From an optimization exercise on the open Yosys and OpenROAD flow, aimed at small area, a short achievable clock period and few clock cycles; shortcuts taken in it are not production practice. No run shown here included a check of the RTL's function; only the layout flow was run. No activity file was given, so power comes from the tool's default toggle rates.

**design/flow/run.sh**
```bash
#!/bin/bash
# synth_recipe.tcl (not shown) runs the flow's synth.tcl, then flattens the netlist and writes it again
# the make line also repeats each setting of config.mk as NAME=value (left out here)
make -C /OpenROAD-flow-scripts/flow DESIGN_CONFIG=/design/flow/config.mk WORK_HOME=/design/flow/orfs CLKGATE_MAP_FILE= SYNTH_SCRIPT=/design/flow/synth_recipe.tcl finish
```
**design/flow/config.mk**
```make
export PLATFORM = sky130hd
export DESIGN_NAME = SingleCycleCPU
export DESIGN_NICKNAME = SingleCycleCPU
export VERILOG_FILES = /design/flow/design.v
export SDC_FILE = /design/flow/constraint.sdc
export NUM_CORES = 4
export LEC_CHECK = 0
export CAP_MARGIN = 20
export CORE_MARGIN = 2
export CORE_UTILIZATION = 30
export PLACE_DENSITY = 0.5
export SLEW_MARGIN = 20
```
**design/flow/constraint.sdc**
```tcl
create_clock -name core_clock -period 10.0 [get_ports {clk}]
set_input_delay 2.0000 -clock core_clock [delete_from_list [all_inputs] [get_ports {clk}]]
set_output_delay 2.0000 -clock core_clock [all_outputs]
set_load 0.01 [all_outputs]
```
**design/flow/design.v**
```verilog
`timescale 1ns / 1ps
module PC(
    input CLK,
    input Reset,
    input halted,
    input taken,
    input f_halt,
    input [11:2] target,
    output reg [11:2] IAddr
    );
    always@(posedge CLK)
    begin
        if(Reset==1'b0)
            IAddr<=10'd0;
        else if(taken)
            IAddr<=target;
        else if(!halted && !f_halt)
            IAddr<=IAddr+10'd1;
    end
endmodule
`timescale 1ns / 1ps
module RegisterFile(
    input[4:0] ReadReg1,
    input[4:0] ReadReg2,
    input [4:0]WriteReg,
    input [31:0]WriteData,
    output [31:0]ReadData1,
    output [31:0] ReadData2,
    input WE,
    input CLK
    );
    reg[31:0] registers[1:31];
    assign ReadData1=ReadReg1==0?0:registers[ReadReg1];
    assign ReadData2=ReadReg2==0?0:registers[ReadReg2];
    always@(posedge CLK)
    begin
        if(WE==1 && WriteReg!=0)
            registers[WriteReg]<=WriteData;
    end
endmodule
`timescale 1ns / 1ps
module DataMemory(
    input [5:0] A,
    input [31:0] DataIn,
    output [31:0] Dataout,
    input WE,
    input CLK
    );
    reg [7:0] bank0 [0:15];
    reg [7:0] bank1 [0:15];
    reg [7:0] bank2 [0:15];
    reg [7:0] bank3 [0:15];
    wire [1:0] o = A[1:0];
    wire [3:0] r = A[5:2];
    wire [3:0] r1 = A[5:2] + 4'd1;
    wire [3:0] row0 = (o > 2'd0) ? r1 : r;
    wire [3:0] row1 = (o > 2'd1) ? r1 : r;
    wire [3:0] row2 = (o > 2'd2) ? r1 : r;
    wire [3:0] row3 = r;
    wire [7:0] q0 = bank0[row0];
    wire [7:0] q1 = bank1[row1];
    wire [7:0] q2 = bank2[row2];
    wire [7:0] q3 = bank3[row3];
    reg [31:0] rd;
    always @(*) begin
        case (o)
            2'd0: rd = {q0, q1, q2, q3};
            2'd1: rd = {q1, q2, q3, q0};
            2'd2: rd = {q2, q3, q0, q1};
            default: rd = {q3, q0, q1, q2};
        endcase
    end
    assign Dataout = rd;
    reg [31:0] wd;  
    always @(*) begin
        case (o)
            2'd0: wd = DataIn;
            2'd1: wd = {DataIn[7:0], DataIn[31:8]};
            2'd2: wd = {DataIn[15:0], DataIn[31:16]};
            default: wd = {DataIn[23:0], DataIn[31:24]};
        endcase
    end
    always @(posedge CLK) begin
        if (WE) begin
            bank0[row0] <= wd[31:24];
            bank1[row1] <= wd[23:16];
            bank2[row2] <= wd[15:8];
            bank3[row3] <= wd[7:0];
        end
    end
endmodule
`timescale 1ns / 1ps
`timescale 1ns / 1ps
module ALU(
    input [31:0] A,
    input [31:0] B,
    input [15:0] imm,
    input addu, addiu, subu, ori, and_, or_,
    output [31:0] Result,
    output ne
    );
    wire [31:0] b2 = addiu ? {16'b0, imm} : B;
    wire [31:0] sum = A + (subu ? ~b2 : b2) + {31'b0, subu};
    wire [31:0] orv = A | (ori ? {16'b0, imm} : B);
    wire [31:0] andv = A & B;
    assign Result = (addu | addiu | subu) ? sum : (and_ ? andv : orv);
    assign ne = (A != B);
endmodule
`timescale 1ns / 1ps
module ControlUnit(
    input [5:0] Ins,
    input valid,
    output addu, addiu, subu, ori, and_, or_, sw, lw, bne,
    output RegWre,
    output RegDst
    );
    assign addu  = valid & (Ins == 6'b000000);
    assign addiu = valid & (Ins == 6'b000001);
    assign subu  = valid & (Ins == 6'b000010);
    assign ori   = valid & (Ins == 6'b010000);
    assign and_  = valid & (Ins == 6'b010001);
    assign or_   = valid & (Ins == 6'b010010);
    assign sw    = valid & (Ins == 6'b100110);
    assign lw    = valid & (Ins == 6'b100111);
    assign bne   = valid & (Ins == 6'b110000);
    assign RegWre = addu | addiu | subu | ori | and_ | or_ | lw;
    assign RegDst = addu | subu | and_ | or_;
endmodule
`timescale 1ns / 1ps
module Two2One0(
    input RegDst,
    input [4:0] rd,
    input [4:0] rt,
    output [4:0] Output
    );
    assign Output = RegDst ? rd : rt;
endmodule
`timescale 1ns / 1ps
module Two2One2(
    input [11:2] PC,
    input [9:0] Imme,
    output [11:2] PC_new
    );
    assign PC_new = PC + Imme;
endmodule
`timescale 1ns / 1ps
module Two2One3(
    input [31:0] ALUResult,
    input [31:0] DataMemory,
    input DBDataSrc,
    output [31:0] DB
    );
    assign DB = DBDataSrc ? DataMemory : ALUResult;
endmodule
`timescale 1ns / 1ps
module SingleCycleCPU(
    input clk,
    input Reset,                  
    output [31:0] pc,
    input  [31:0] instr,
    output reg reg_we,
    output reg [4:0] reg_waddr,
    output reg [31:0] reg_wdata,
    output reg mem_we,
    output reg [5:0] mem_addr,
    output reg [31:0] mem_wdata,
    output reg halted
    );
    reg [11:2] pcr;
    reg [31:0] ir;
    reg        irv;
    assign pc = {20'b0, pcr, 2'b00};
    wire [5:0] op = ir[31:26];
    wire [4:0] rs = ir[25:21];
    wire [4:0] rt = ir[20:16];
    wire [4:0] rd = ir[15:11];
    wire [15:0] imm = ir[15:0];
    wire [31:0] rsv, rtv;
    wire        c_addu, c_addiu, c_subu, c_ori, c_and, c_or, c_sw, c_lw, c_bne, c_wr, c_dst_rd;
    ControlUnit control_unit(
        .Ins(op), .valid(irv),
        .addu(c_addu), .addiu(c_addiu), .subu(c_subu), .ori(c_ori),
        .and_(c_and), .or_(c_or), .sw(c_sw), .lw(c_lw), .bne(c_bne),
        .RegWre(c_wr), .RegDst(c_dst_rd)
    );
    wire [4:0] waddr;
    Two2One0 two2one0(.RegDst(c_dst_rd), .rd(rd), .rt(rt), .Output(waddr));
    wire [31:0] alu_res;
    wire        ne;
    ALU alu(
        .A(rsv), .B(rtv), .imm(imm),
        .addu(c_addu), .addiu(c_addiu), .subu(c_subu), .ori(c_ori),
        .and_(c_and), .or_(c_or),
        .Result(alu_res), .ne(ne)
    );
    wire [5:0]  maddr = rsv[5:0] + imm[5:0];
    wire [31:0] mdata;
    wire        mwe = c_sw & Reset;
    DataMemory data_memory(
        .A(maddr), .DataIn(rtv), .Dataout(mdata), .WE(mwe), .CLK(clk)
    );
    wire [31:0] wdata;
    Two2One3 two2one3(.ALUResult(alu_res), .DataMemory(mdata), .DBDataSrc(c_lw), .DB(wdata));
    wire rwe = c_wr & Reset;
    RegisterFile register_file(
        .ReadReg1(rs), .ReadReg2(rt), .WriteReg(waddr), .WriteData(wdata),
        .ReadData1(rsv), .ReadData2(rtv), .WE(rwe), .CLK(clk)
    );
    wire taken = c_bne & ne;
    wire [11:2] target;
    Two2One2 two2one2(.PC(pcr), .Imme(imm[9:0]), .PC_new(target));
    wire f_halt = (instr[31:26] == 6'b111111);
    PC pc_reg(
        .CLK(clk), .Reset(Reset), .halted(halted), .taken(taken),
        .f_halt(f_halt), .target(target), .IAddr(pcr)
    );
    always @(posedge clk) begin
        if (Reset == 1'b0) begin
            irv <= 1'b0;
            halted <= 1'b0;
        end else if (halted | taken) begin
            irv <= 1'b0;
        end else if (f_halt) begin
            irv <= 1'b0;
            halted <= 1'b1;
        end else begin
            irv <= 1'b1;
        end
        ir <= instr;
    end
    always @(posedge clk) begin
        if (Reset == 1'b0) begin
            reg_we <= 1'b0;
            mem_we <= 1'b0;
        end else begin
            reg_we <= c_wr;
            mem_we <= c_sw;
        end
        reg_waddr <= waddr;
        reg_wdata <= wdata;
        mem_addr <= maddr;
        mem_wdata <= rtv;
    end
endmodule
```
==> results of run 1 <==
[Yosys cell counts, drive strengths merged (8+ instances only)]
| cell | n | area [µm²] |
|---|---|---|
| edfxtp | 1504 | 45200 |
| mux4 | 549 | 12400 |
| mux2i | 297 | 2970 |
| nor2 | 284 | 1070 |
| a21oi | 246 | 1230 |
| clkbuf | 206 | 773 |
| buf | 124 | 678 |
| dfxtp | 121 | 2420 |
| o22ai | 114 | 713 |
| o21ai | 102 | 510 |
| nor3 | 100 | 510 |
| nand2 | 86 | 325 |
| ha | 80 | 1000 |
| mux2 | 72 | 811 |
| xnor2 | 67 | 606 |
| a221oi | 59 | 523 |
| a211oi | 46 | 363 |
| inv | 40 | 150 |
| o221ai | 38 | 333 |
| nor2b | 32 | 200 |
| a21o | 20 | 150 |
| nand3 | 19 | 95.1 |
| o21bai | 16 | 120 |
| nand2b | 14 | 87.6 |
| and2 | 12 | 75.1 |
| nand3b | 12 | 90.1 |
| xor2 | 12 | 113 |
| nor4 | 11 | 68.8 |
| and3 | 10 | 62.6 |
| o211ai | 9 | 67.6 |
| nand4 | 8 | 50.1 |
[sequential cells by signal (all words and copies together) (netlist names), 5 cells and up]
name                     count
pc_reg.IAddr                10
mem_addr                     6
data_memory.bank1          128
data_memory.bank3          128
data_memory.bank2          128
reg_wdata                   32
data_memory.bank0          128
register_file.registers    992
ir                          32
mem_wdata                   32
reg_waddr                    5
[cell usage in the layout, fill, tap and decap left out, types with 51 or more instances in the layout]
cell / count
edfxtp_1: 1504
xnor2_1: 59
clkbuf_16: 186
o22ai_1: 114
ha_1: 79
dfxtp_1: 111
clkbuf_1: 51
buf_4: 205
o21ai_0: 83
a21oi_1: 226
clkdlybuf4s50_1: 121
mux2i_1: 289
nor3_1: 92
a221oi_1: 58
nand2_1: 84
nor2_1: 250
mux4_2: 547
mux2_2: 72
[worst max-delay path: cells and delay by family (launching register included)]
kind | cells | cell delay, ns
AO/OA/AOI/OAI | 7 | 2.63
flip-flops | 1 | 0.47
XOR/XNOR | 1 | 0.23
AND/OR/NAND/NOR | 5 | 1.79
adder cells (fa/ha/maj) | 2 | 0.79
buffers and inverters | 3 | 0.89
multiplexers | 3 | 0.96
[cells by family after synthesis]
group	Yosys count
adder cells (fa/ha/maj)	83
buffers and inverters	371
flip-flops	1625
AND/OR/NAND/NOR	605
AO/OA/AOI/OAI	683
XOR/XNOR	79
multiplexers	918
other	1
[metal layers]
| metal | global-route usage (%) | wire length [µm] | vias to the layer above |
|---|---|---|---|
| met1 | 27.1 | 107000 | 23700 |
| met2 | 31.1 | 117000 | 1886 |
| met4 | 5.83 | 7340 | 0 |
| met5 | 0 | 0 | - |
| met3 | 3.86 | 19400 | 327 |
| li1 | - | - | 18400 |
[cell type report]
cell class,count,area share [%]
Multi-Input combinational cell,2390,29.7
Inverter,41,0.178
Tap cell,3220,4.66
Antenna cell,5,0.0145
Clock inverter,84,0.997
Timing Repair Buffer,340,3.50
Sequential cell,1625,55.1
Clock buffer,251,5.83
[path summary, 6_finish.rpt]
kind | start | depth (start not counted) | end | slack, ns
min reg2reg | halted | 2 | halted | 0.50
max reg2reg | ir[22] | 21 | register_file.registers[15][12] | 1.76
max | ir[22] | 21 | register_file.registers[15][12] | 1.76
min | halted | 2 | halted | 0.50
[report_power, final]
part	switching (mW)	internal, mW	total (mW)
registers	0.102	7.84	7.94
logic	2.65	1.45	4.10
clock network	2.81	3.88	6.70
==> reports/metrics.yaml, run 1 <==
hold_class: "register to register"
report.final.setup_viol: 0
path_class: "register to register"
leakage_nw: 28.0
hpwl_um: 154000
grt_usage_pct: 19.6
hold_buffers: 0
final_core_util_pct: 35.2
multi_input_area_um2: 25700
whs_ns: 0.498
skew_ns: 0.0474
vias_per_cell: 5.57
grt_pass1_wl_um: 348000
synth-simple-area-share_pct: 3.73
ir_drop_v: 0.000180
synthMuxAreaShare_pct: 21.8
syn_area_um2: 74200
die_area_um2: 251000
critical_path.max_stage_delay_ns: 0.89
cts_resized: 0
power.total_mw: 18.7
setup_ws_ns: 1.76
fin_area_um2: 86500
fillCellCount: 23100
crit_chain: "or3_2 > nor3_2 > buf_4 > or3_1 > inv_1 > ha_1 > a21o_1 > a21oi_1 > xnor2_2 > ha_1 > nor2_1 > a22oi_2 > buf_4 > o22ai_1 > o21ai_0 > o221ai_1 > mux2i_1 > mux2i_1 > mux2i_1 > nor2_1 > a21oi_4"
synth_flop_cell: "edfxtp_1"
wl_um: 251000
cp-end-kind: "register"
cts_buffers: 181
placedCellCount: 7616
core-area_um2: 246000
antenna_found_initial: 9
grt_pass1_vias: 44100
p_per_area_nw_per_um2: 217
fin_crit_sh_pct: 82.4
crit_fanout: 32
synth_compound_area_share_pct: 5.79
slowest_stage: "or3_2"
dieHeight_um: 501
syn-instance-count: 4365
synth_fa_ha_area_share_pct: 1.43
synth_top_family_by_area: "multiplexers"
cts_root_buf: "clkbuf_16"
drt-initial-drc-count: 5189
cts_tree: "yes"
rsz0062_at_grt: "no"
slew_viol_final: 0
clk_latency_ns: 0.85
fin_tns_setup_ns: 0
drt-wirelength-per-cell_um: 31.5
syn_to_final_growth_pct: 16.5
place_congestion: 0.862
synth_edf_count: 1504
max-slew-margin-rel_pct: 14.6
synth-seq-cells: 1625
rows: 182
ys_seq_area_share_pct: 64.1
antenna_left: 0
max-cap-violations: 0
die_x_um: 501
start_util_pct: 30.2
clk_pin_slew_ns: 0.06
startpoint_type: "register"
postCtsSetupRepairBufs: 0
clock_sinks: 1625
drive_gt1_share_pct: 26.1
clk_path_buf_depth: 3
num_vias: 44300
run_status: "complete, no violations"
clock.fmax_ghz: 0.121
grt-ovfl-total: 0
path_common_cell: "mux2i_1"
synth_xor_area_share_pct: 0.968
ff_latch_area_um2: 47600
min_period_ns: 8.24
final_cells: 7956
avgSynthCellArea_um2: 17.0
preCtsSetupSlack_ns: 1.88
drc: 0
num_io_pins: 144
yosys_warnings: 4
ys_types: 76
synthArstFlopShare_pct: 0
cp.required_ns: 10.46
portBuffers: 121
worst_slew_pin_slew_ns: 1.27
crit_arrival_ns: 8.69
placed_cell_area_um2: 80500
final_nets: 4696
htree_levels: 4
grt_start_max_net_pins: 76
timing.final.hold_violations: 0
dr.pass1.iters: 5
==> run 2: changes to the inputs <==
--- a/design/flow/design.v
+++ b/design/flow/design.v
@@ -4,5 +4,4 @@
     input Reset,
-    input halted,
     input taken,
-    input f_halt,
+    input inc,
     input [11:2] target,
@@ -16,3 +15,3 @@
             IAddr<=target;
-        else if(!halted && !f_halt)
+        else if(inc)
             IAddr<=IAddr+10'd1;
@@ -22,8 +21,8 @@
 module RegisterFile(
-    input[4:0] ReadReg1,
-    input[4:0] ReadReg2,
+    input [31:1] Sel1,
+    input [31:1] Sel2,
     input [4:0]WriteReg,
     input [31:0]WriteData,
-    output [31:0]ReadData1,
-    output [31:0] ReadData2,
+    output reg [31:0]ReadData1,
+    output reg [31:0] ReadData2,
     input WE,
@@ -32,4 +31,11 @@
     reg[31:0] registers[1:31];
-    assign ReadData1=ReadReg1==0?0:registers[ReadReg1];
-    assign ReadData2=ReadReg2==0?0:registers[ReadReg2];
+    integer i;
+    always @(*) begin
+        ReadData1 = 32'b0;
+        ReadData2 = 32'b0;
+        for (i = 1; i < 32; i = i + 1) begin
+            ReadData1 = ReadData1 | ({32{Sel1[i]}} & registers[i]);
+            ReadData2 = ReadData2 | ({32{Sel2[i]}} & registers[i]);
+        end
+    end
     always@(posedge CLK)
@@ -112,5 +118,6 @@
     input valid,
-    output addu, addiu, subu, ori, and_, or_, sw, lw, bne,
+    output addu, addiu, subu, ori, and_, or_, sw, lw, bne, halt,
     output RegWre,
-    output RegDst
+    output RegDst,
+    output UseRt
     );
@@ -125,4 +132,6 @@
     assign bne   = valid & (Ins == 6'b110000);
+    assign halt  = valid & (Ins == 6'b111111);
     assign RegWre = addu | addiu | subu | ori | and_ | or_ | lw;
     assign RegDst = addu | subu | and_ | or_;
+    assign UseRt  = addu | subu | and_ | or_ | sw | bne;
 endmodule
@@ -168,6 +177,12 @@
     );
-    reg [11:2] pcr;
+    wire [11:2] pcr;
+    assign pc = {20'b0, pcr, 2'b00};
     reg [31:0] ir;
     reg        irv;
-    assign pc = {20'b0, pcr, 2'b00};
+    reg [31:1] rs_sel, rt_sel;     
+    reg        fstop;              
+    reg        w_wr;               
+    reg        w_lw;
+    reg [4:0]  w_waddr;
+    reg [31:0] w_res;
     wire [5:0] op = ir[31:26];
@@ -177,4 +192,3 @@
     wire [15:0] imm = ir[15:0];
-    wire [31:0] rsv, rtv;
-    wire        c_addu, c_addiu, c_subu, c_ori, c_and, c_or, c_sw, c_lw, c_bne, c_wr, c_dst_rd;
+    wire c_addu, c_addiu, c_subu, c_ori, c_and, c_or, c_sw, c_lw, c_bne, c_halt, c_wr, c_dst_rd, c_use_rt;
     ControlUnit control_unit(
@@ -182,7 +196,21 @@
         .addu(c_addu), .addiu(c_addiu), .subu(c_subu), .ori(c_ori),
-        .and_(c_and), .or_(c_or), .sw(c_sw), .lw(c_lw), .bne(c_bne),
-        .RegWre(c_wr), .RegDst(c_dst_rd)
-    );
+        .and_(c_and), .or_(c_or), .sw(c_sw), .lw(c_lw), .bne(c_bne), .halt(c_halt),
+        .RegWre(c_wr), .RegDst(c_dst_rd), .UseRt(c_use_rt)
+    );
+    wire stall = w_lw & (w_waddr != 5'd0) &
+                 ((w_waddr == rs) | (c_use_rt & (w_waddr == rt)));
+    wire go = ~stall;
     wire [4:0] waddr;
     Two2One0 two2one0(.RegDst(c_dst_rd), .rd(rd), .rt(rt), .Output(waddr));
+    wire [31:0] rf_rs, rf_rt;
+    wire [31:0] wb_data;
+    wire        wb_we = w_wr & Reset;
+    RegisterFile register_file(
+        .Sel1(rs_sel), .Sel2(rt_sel), .WriteReg(w_waddr), .WriteData(wb_data),
+        .ReadData1(rf_rs), .ReadData2(rf_rt), .WE(wb_we), .CLK(clk)
+    );
+    wire byp_rs = w_wr & (w_waddr == rs) & (rs != 5'd0);
+    wire byp_rt = w_wr & (w_waddr == rt) & (rt != 5'd0);
+    wire [31:0] rsv = byp_rs ? w_res : rf_rs;
+    wire [31:0] rtv = byp_rt ? w_res : rf_rt;
     wire [31:0] alu_res;
@@ -195,22 +223,18 @@
     );
-    wire [5:0]  maddr = rsv[5:0] + imm[5:0];
-    wire [31:0] mdata;
-    wire        mwe = c_sw & Reset;
-    DataMemory data_memory(
-        .A(maddr), .DataIn(rtv), .Dataout(mdata), .WE(mwe), .CLK(clk)
-    );
-    wire [31:0] wdata;
-    Two2One3 two2one3(.ALUResult(alu_res), .DataMemory(mdata), .DBDataSrc(c_lw), .DB(wdata));
-    wire rwe = c_wr & Reset;
-    RegisterFile register_file(
-        .ReadReg1(rs), .ReadReg2(rt), .WriteReg(waddr), .WriteData(wdata),
-        .ReadData1(rsv), .ReadData2(rtv), .WE(rwe), .CLK(clk)
-    );
-    wire taken = c_bne & ne;
+    wire [5:0] maddr = rsv[5:0] + imm[5:0];
+    wire taken = c_bne & go & ne;
     wire [11:2] target;
     Two2One2 two2one2(.PC(pcr), .Imme(imm[9:0]), .PC_new(target));
+    wire [31:0] mdata;
+    DataMemory data_memory(
+        .A(mem_addr), .DataIn(mem_wdata), .Dataout(mdata), .WE(mem_we & Reset), .CLK(clk)
+    );
+    Two2One3 two2one3(.ALUResult(w_res), .DataMemory(mdata), .DBDataSrc(w_lw), .DB(wb_data));
     wire f_halt = (instr[31:26] == 6'b111111);
+    wire [31:0] f_rs_dec = 32'b1 << instr[25:21];
+    wire [31:0] f_rt_dec = 32'b1 << instr[20:16];
+    wire fetch = go & ~taken & ~fstop;    
     PC pc_reg(
-        .CLK(clk), .Reset(Reset), .halted(halted), .taken(taken),
-        .f_halt(f_halt), .target(target), .IAddr(pcr)
+        .CLK(clk), .Reset(Reset), .taken(taken), .inc(fetch & ~f_halt),
+        .target(target), .IAddr(pcr)
     );
@@ -219,12 +243,17 @@
             irv <= 1'b0;
+            fstop <= 1'b0;
             halted <= 1'b0;
-        end else if (halted | taken) begin
-            irv <= 1'b0;
-        end else if (f_halt) begin
-            irv <= 1'b0;
-            halted <= 1'b1;
         end else begin
-            irv <= 1'b1;
-        end
-        ir <= instr;
+            if (go)
+                irv <= fetch;
+            if (fetch & f_halt)
+                fstop <= 1'b1;
+            if (c_halt)
+                halted <= 1'b1;
+        end
+        if (go) begin
+            ir <= instr;
+            rs_sel <= f_rs_dec[31:1];
+            rt_sel <= f_rt_dec[31:1];
+        end
     end
@@ -232,10 +261,12 @@
         if (Reset == 1'b0) begin
-            reg_we <= 1'b0;
+            w_wr <= 1'b0;
+            w_lw <= 1'b0;
             mem_we <= 1'b0;
         end else begin
-            reg_we <= c_wr;
-            mem_we <= c_sw;
-        end
-        reg_waddr <= waddr;
-        reg_wdata <= wdata;
+            w_wr <= c_wr & go;
+            w_lw <= c_lw & go;
+            mem_we <= c_sw & go;
+        end
+        w_waddr <= waddr;
+        w_res <= alu_res;
         mem_addr <= maddr;
@@ -243,2 +274,10 @@
     end
-endmodule
+    always @(posedge clk) begin
+        if (Reset == 1'b0)
+            reg_we <= 1'b0;
+        else
+            reg_we <= w_wr;
+        reg_waddr <= w_waddr;
+        reg_wdata <= wb_data;
+    end
+endmodule
==> run 2 against run 1 <==
  * Final cell count grew 2.0%
  * Register-to-register slack gained 0.89 ns
  * Clock power shrank 2%
  * Design area shrank 2.1%
  * First-iteration DRC count grew 120%
  * Die area shrank 1.6%
  * Clock skew shrank 0.0071 ns
  * Worst hold slack lost 0.0037 ns
  * Critical path type unchanged
  * Largest power group unchanged
  * Highest routed layer is now met5
==> reports/metrics.yaml, run 2 <==
hold_buffers: 0  # unchanged
fin_tns_setup_ns: 0  # unchanged
antenna_left: 0  # unchanged
grt_usage_pct: 25.0  # +5.4 points
r2r_slack_ns: 2.65  # +0.89 ns
leakage_nw: 27.0  # -3.3%
worst_slew_pin_slew_ns: 1.31  # +0.0405 ns
power.total_mw: 19.4  # +3.7%
postCtsSetupRepairBufs: 0  # unchanged
clkPwrFrac_pct: 33.8  # -1.9 points
cts_tree: "yes"
run_status: "complete, no violations"
max-slew-margin-rel_pct: 11.9  # -2.7 points
num_io_pins: 144  # unchanged
clock_sinks: 1727  # +6.3%
p_int_mw: 13.6  # +3.0%
regToRegStartpoint: "rs_sel[23]"
switching_share_pct: 30.2  # +0.48 points
min_period_ns: 7.35  # -0.885 ns
synth_top_cell_by_area: "edfxtp_1"
grt_start_max_net_pins: 73  # -3.9%
start_util_pct: 30.1  # -0.059 points
wl_um: 322000  # +28%
hpwl_um: 190000  # +23%
startpoint_type: "register"
report.final.setup_viol: 0  # unchanged
rr_worst_depth: 24  # +14%
yosys_warnings: 4  # unchanged
synth_area_leaders: "edfxtp_1 66%, mux4_2 5.9%, a22oi_1 4.1%"
rows: 181  # -0.55%
syn-instance-count: 4571  # +4.7%
synth.most_common_cell: "edfxtp_1"
die_area_um2: 247000  # -1.6%
rsz0062_at_grt: "no"
cts_resized: 0  # unchanged
clk_path_buf_depth: 3  # unchanged
hold_depth: 2  # unchanged
grt_pass1_wl_um: 429000  # +23%
clk_latency_ns: 0.85  # about the same
drt-wirelength-per-cell_um: 39.7  # +26%
grt-ovfl-total: 0  # unchanged
skew_ns: 0.0403  # -0.00714 ns
num_vias: 52100  # +18%
fillCellCount: 22800  # -1.3%
p_per_area_nw_per_um2: 230  # +5.9%
antenna_found_initial: 16  # +7
path_class: "register to register"
final_common_cell: "edfxtp_1"
p_sw_mw: 5.86  # +5.4%
p_seq_share_pct: 44.4  # +2.0 points
die_x_um: 497  # -0.78%
hold_end: "fstop"
cts_root_buf: "clkbuf_16"
placed_cell_area_um2: 78900  # -2.0%
slew_viol_final: 0  # unchanged
ys_types: 73  # -3.9%
crit_arrival_ns: 8.04  # -0.65 ns
portBuffers: 121  # unchanged
synthTopCellsByCount: "1598 x edfxtp_1, 394 x a22oi_1, 264 x nor2_1"
cts_buffers: 173  # -4.4%
syn_area_um2: 73000  # -1.6%
drive_gt1_share_pct: 15.9  # -10 points
clock.fmax_ghz: 0.136  # +12%
drc: 0  # unchanged
combPwrFrac_pct: 21.8  # about the same
max-cap-violations: 0  # unchanged
synth_edf_count: 1598  # +6.3%
synthArstFlopShare_pct: 0  # unchanged
dr.pass1.iters: 13  # +8
ir_drop_v: 0.000160  # -11%
avgSynthCellArea_um2: 16.0  # -6.0%
cp.required_ns: 10.69  # +0.23 ns
clk_pin_slew_ns: 0.06  # about the same
synth_top_area_share_pct: 65.7  # +4.8 points
top_register: "register_file.registers"
fin_crit_sh_pct: 73.5  # -8.9 points
place_congestion: 0.954  # +11%
synth-seq-cells: 1727  # +6.3%
hold_class: "register to register"
final_cell_mix: "1598 x edfxtp_1, 394 x a22oi_1, 251 x a22o_1, 251 x a221oi_1, 232 x nor2_1"
whs_ns: 0.494  # -0.00367 ns
largest_register_ffs: 992  # unchanged
ys_seq_area_share_pct: 69.2  # +5.1 points
cp-end-kind: "register"
drt-initial-drc-count: 11600  # +120%
ff_latch_area_um2: 50600  # +6.2%
final_core_util_pct: 34.9  # -0.25 points
grt_pass1_vias: 49600  # +12%
crit_fanout: 15  # -53%
fin_area_um2: 84700  # -2.1%
core-area_um2: 243000  # -1.4%
dieHeight_um: 497  # -0.78%
vias_per_cell: 6.42  # +15%
synth_flop_cell: "edfxtp_1"
syn_to_final_growth_pct: 16.0
multi_input_area_um2: 21600  # -16%
final_nets: 4875  # +3.8%
min_from: "fstop"
timing.final.hold_violations: 0  # unchanged
worstReg2RegEnd: "pc_reg.IAddr[11]"
htree_levels: 4  # unchanged
[run 2: cell types whose count changed after synthesis, moves of 130 or more]
cell | previous run | this run
a21oi_1 | 246 | 115
a221oi_1 | 58 | 251
a22o_1 | 0 | 251
a22oi_1 | 7 | 394
mux2i_1 | 297 | 94
mux4_2 | 547 | 192
nand4_1 | 8 | 138
[run 2: area by class of cell]
cell class | count | area share, %
clock buffer | 212 | 5.43
tap | 3202 | 4.73
sequential | 1727 | 59.7
clock inverter | 111 | 1.23
multi-input combinational | 2523 | 25.5
inverter | 20 | 0.0901
timing repair buffer | 313 | 3.27
antenna | 4 | 0.0118
[run 2: critical path: stages, from the launching register on]
cell	delay, ns
edfxtp_1	0.84
buf_4	0.46
a22o_1	0.26
a221oi_1	0.24
nand4_1	0.14
nor3_1	0.89
a21oi_1	0.27
ha_1	0.36
nor4_1	0.45
nand4_1	0.36
o21ai_0	0.42
nor2_1	0.21
and2_1	0.23
ha_1	0.28
a21o_1	0.15
a21oi_1	0.21
o21bai_1	0.10
a21oi_1	0.23
o21bai_1	0.09
a21oi_1	0.23
o21ai_0	0.14
xnor2_1	0.20
nand2_1	0.11
xor2_1	0.19
nor2_1	0.07
[run 2: power groups by stage]
| stage | Combinational (mW) | Sequential [mW] | Clock (mW) |
|---|---|---|---|
| floorplan | 2.47 | 8.68 | 0 |
| global placement | 4.17 | 8.78 | 0 |
| detailed placement | 4.20 | 8.78 | 0 |
| CTS | 4.21 | 8.63 | 6.63 |
| global route | 4.44 | 8.64 | 6.91 |
| finish | 4.23 | 8.63 | 6.58 |
[run 2: stage by stage]
step	worst slack, ns	std cells
2_1_floorplan	4.98	4592
4_1_cts	2.91	8107
6_report	2.65	8112
5_1_grt	2.42	8108
3_3_place_gp	2.80	7784
3_5_place_dp	2.94	7784
[run 2: kinds of logic after synthesis]
kind of cell	count (synthesis)	share of synthesized area [%]
xor gates and xnor gates	91	1.11
other	1	0.00514
AOI/OAI and AO/OA	1225	13.2
and+or+nand+nor	779	5.26
DFF	1727	69.2
buffers and inverters	342	1.91
muxes	323	7.78
adders and majority gates	83	1.45
[run 2: worst max-delay path by stage]
stage / slack (ns) / depth (start not counted) / start / end
final: 2.65 / 24 / rs_sel[23] / pc_reg.IAddr[11]
after global routing: 2.42 / 24 / rs_sel[23] / pc_reg.IAddr[11]
after CTS: 2.91 / 24 / rs_sel[25] / pc_reg.IAddr[11]
after detailed placement: 2.94 / 24 / rs_sel[25] / pc_reg.IAddr[11]
after global placement: 2.80 / 24 / rs_sel[25] / pc_reg.IAddr[11]
after floorplan: 4.98 / 26 / ir[22] / pc_reg.IAddr[11]
[run 2: layer usage]
metal  routed length (µm)  GRT usage (%)  up-vias
li1                     -              -    19600
met1               117000           31.9    26300
met2               137000           36.8     4969
met3                47800           10.3     1299
met4                19500           11.9        8
met5                  406          0.560        -
==> run 3: changes to the inputs <==
--- a/design/flow/config.mk
+++ b/design/flow/config.mk
@@ -11,2 +11,3 @@
 export PLACE_DENSITY = 0.5
+export SETUP_SLACK_MARGIN = 5
 export SLEW_MARGIN = 20
==> run 3 against run 2 <==
  * Still clean
  * Combinational power rose by 9.7%
  * Count of clock-buffer cells in the layout rose by 5
  * Total power rose by 3.1%
  * Critical path type unchanged
==> reports/metrics.yaml, run 3 <==
core-area_um2: 243000  # unchanged
grt-ovfl-total: 0  # unchanged
cp.required_ns: 10.70  # about the same
max-cap-violations: 0  # unchanged
rows: 181  # unchanged
cts_buffers: 178  # +2.9%
clk_pin_slew_ns: 0.06  # about the same
drt-initial-drc-count: 11900  # +3.0%
cts_root_buf: "clkbuf_16"
rsz0062_at_grt: "yes"
crit_fanout: 6  # -9
final_core_util_pct: 37.0  # +2.1 points
ys_seq_area_share_pct: 69.2  # unchanged
synthArstFlopShare_pct: 0  # unchanged
htree_levels: 4  # unchanged
synth_top_cell_by_area: "edfxtp_1"
final_common_cell: "edfxtp_1"
fin_tns_setup_ns: 0  # unchanged
start_util_pct: 30.1  # unchanged
clock_sinks: 1727  # unchanged
synth_top_area_share_pct: 65.7  # unchanged
wl_um: 337000  # +4.8%
critical_path.max_stage_delay_ns: 0.56  # -0.33 ns
antenna_left: 0  # unchanged
grt_pass1_wl_um: 444000  # +3.5%
largest_register_ffs: 992  # unchanged
ys_types: 73  # unchanged
min_period_ns: 5.44  # -1.91 ns
cts_tree: "yes"
cp_num_buf_inv: 2  # +1
syn_to_final_growth_pct: 23.0
num_io_pins: 144  # unchanged
crit_arrival_ns: 6.14  # -1.90 ns
drt-wirelength-per-cell_um: 40.3  # +1.5%
synthTopCellsByCount: "1598 x edfxtp_1, 394 x a22oi_1, 264 x nor2_1"
max-slew-margin-rel_pct: 22.5  # +11 points
combPwrFrac_pct: 23.1  # +1.3 points
synth.most_common_cell: "edfxtp_1"
drive_gt1_share_pct: 23.3  # +7.4 points
preCtsSetupSlack_ns: 2.87  # -0.0673 ns
syn-instance-count: 4571  # unchanged
slowest_stage: "edfxtp_1"
run_status: "complete, no violations"
path_common_cell: "a21oi_2"
antenna_found_initial: 25  # +9
startpoint_type: "register"
clk_latency_ns: 0.85  # about the same
place_congestion: 0.936  # -1.9%
die_x_um: 497  # unchanged
cp-startpoint: "rt_sel[5]"
fin_crit_sh_pct: 54.4  # -19 points
report.final.setup_viol: 0  # unchanged
leakage_nw: 29.2  # +8.2%
drc: 0  # unchanged
min_from: "w_waddr[4]"
worst_slew_pin_slew_ns: 1.16  # -0.149 ns
clkPwrFrac_pct: 33.8  # about the same
final_nets: 5122  # +5.1%
portBuffers: 121  # unchanged
die_area_um2: 247000  # unchanged
dr.pass1.iters: 13  # unchanged
path_class: "register to register"
p_seq_share_pct: 43.1  # -1.3 points
final_cell_mix: "1598 x edfxtp_1, 393 x a22oi_1, 257 x buf_4, 251 x a22o_1, 230 x nor2_1"
avgSynthCellArea_um2: 16.0  # unchanged
placed_cell_area_um2: 78900  # -0.11%
p_int_mw: 13.9  # +2.7%
synth-seq-cells: 1727  # unchanged
fin_area_um2: 89800  # +6.1%
hpwl_um: 184000  # -3.1%
skew_ns: 0.0424  # +0.00210 ns
timing.final.hold_violations: 0  # unchanged
hold_class: "register to register"
setup_ws_ns: 4.56  # +1.91 ns
clk_path_buf_depth: 3  # unchanged
top_register: "register_file.registers"
grt_pass1_vias: 50900  # +2.7%
synth_area_leaders: "edfxtp_1 66%, mux4_2 5.9%, a22oi_1 4.1%"
switching_share_pct: 30.4  # +0.25 points
grt_usage_pct: 26.0  # +0.94 points
vias_per_cell: 6.51  # +1.3%
crit_chain: "buf_12 > buf_4 > a22oi_1 > nand4_1 > nor3_4 > a21oi_2 > ha_1 > nor4_4 > nand4_1 > o21ai_2 > nor2_4 > and2_4 > ha_4 > a21o_1 > a21oi_2 > o21bai_1 > a21oi_2 > o21bai_1 > a21oi_2 > o21ai_1 > xnor2_1 > nand2_1 > xor2_1 > nor2_1"
ir_drop_v: 0.000194  # +21%
dieHeight_um: 497  # unchanged
p_per_area_nw_per_um2: 223  # -2.8%
synth_flop_cell: "edfxtp_1"
fillCellCount: 22500  # -1.6%
syn_area_um2: 73000  # unchanged
critPathTopFamily: "simple AND/OR/NAND/NOR gates"
grt_start_max_net_pins: 69  # -5.5%
cp-end-kind: "register"
yosys_warnings: 4  # unchanged
regToRegStartpoint: "rt_sel[5]"
synth_edf_count: 1598  # unchanged
clock.fmax_ghz: 0.184  # +35%
p_sw_mw: 6.09  # +3.9%
num_vias: 54500  # +4.6%
slew_viol_final: 0  # unchanged
-- run 3: cell counts after synthesis --
Identical to the previous run, type by type.
-- run 3: logic make-up after synthesis --
| family | Yosys count | synth area share, % |
|---|---|---|
| AO/OA/AOI/OAI | 1225 | 13.2 |
| XOR/XNOR | 91 | 1.11 |
| adder cells (fa/ha/maj) | 83 | 1.45 |
| buffers and inverters | 342 | 1.91 |
| flip-flops | 1727 | 69.2 |
| multiplexers | 323 | 7.78 |
| other | 1 | 0.00514 |
| AND/OR/NAND/NOR | 779 | 5.26 |
-- run 3: power groups by stage --
stage	Combinational [mW]	Sequential (mW)	Clock, mW
floorplan	2.47	8.68	0
global placement	4.21	8.78	0
detailed placement	4.25	8.78	0
CTS	4.45	8.63	6.82
global route	4.80	8.63	7.12
finish	4.64	8.63	6.77
-- run 3: what timing repair did --
item,CTS,global route
setup buffers,170,50
cloned,20,8
endpoints found under the setup margin,149,83
resized for setup,403,129
pin swaps,110,69
hold buffers,0,0
-- run 3: final cells by class --
type	instances	area (µm²)	area share [%]
flip-flops and latches	1727	50600	56.3
multi-input cells	2523	23000	25.6
inverters	20	76.3	0.0850
clock inverters	115	1120	1.25
repair buffers	555	6310	7.03
diodes	14	35.0	0.0390
clock buffers	217	4730	5.27
well taps	3202	4010	4.46
-- run 3: routing by layer --
metal / up-vias / share of wire [%] / wire [µm] / track usage (%)
li1: 20100 / - / - / -
met1: 27300 / 35 / 119000 / 32.1
met2: 5389 / 42 / 143000 / 38.5
met3: 1633 / 15 / 50700 / 10.9
met4: 26 / 7.3 / 24800 / 13.8
met5: - / 0.085 / 288 / 0.212
-- run 3: through the flow --
stage,hold slack (ns),total power [mW],std cells
after floorplan,0.326,11.1,4592
after global placement,0.468,13.0,7775
after detailed placement,0.481,13.0,7778
after CTS,0.488,19.9,8300
after global routing,0.494,20.5,8359
final,0.462,20.0,8373
-- run 3: path summary, 6_finish.rpt --
path / endpoint / slack, ns / cells after the start
setup / recovery: pc_reg.IAddr[11] / 4.56 / 24
hold / removal: reg_waddr[4] / 0.46 / 0
setup reg to reg: pc_reg.IAddr[11] / 4.56 / 24
hold reg to reg: reg_waddr[4] / 0.46 / 0

[port drivers added, routing unchanged]
The flow's constraints put no driver on any port. The routed layouts listed below were extracted and timed again, unchanged, in two steps. Step 1 assumes that a clkbuf_16 drives the clock port and a buf_2 every other input. Step 2, shift: input delay + t, output delay - t, t = (earliest + latest rising clock arrival at the registers) / 2. This alone moves slack from input paths to output paths. a / b / c = ideal / step 1 / step 2; a / b = the first two.
run | t, ns | setup WS [ns] | worst hold slack (ns) | clock arrival spread, ns | cell pins on the clock port's net
run 1 | 0.918 | 1.763 / 1.763 / 1.763 | 0.498 / 0.498 / 0.498 | 0.047 / 0.047 | 1
run 2 | 0.923 | 2.648 / 2.648 / 2.648 | 0.494 / 0.494 / 0.494 | 0.041 / 0.041 | 1
run 3 | 0.920 | 4.559 / 4.559 / 4.269 | 0.462 / 0.462 / 0.462 | 0.046 / 0.046 | 1
After both steps every run listed still meets setup and hold. For run 3, which loses most, drivers alone change the setup slack by 0.000 ns; drivers and shift together by -0.290 ns.
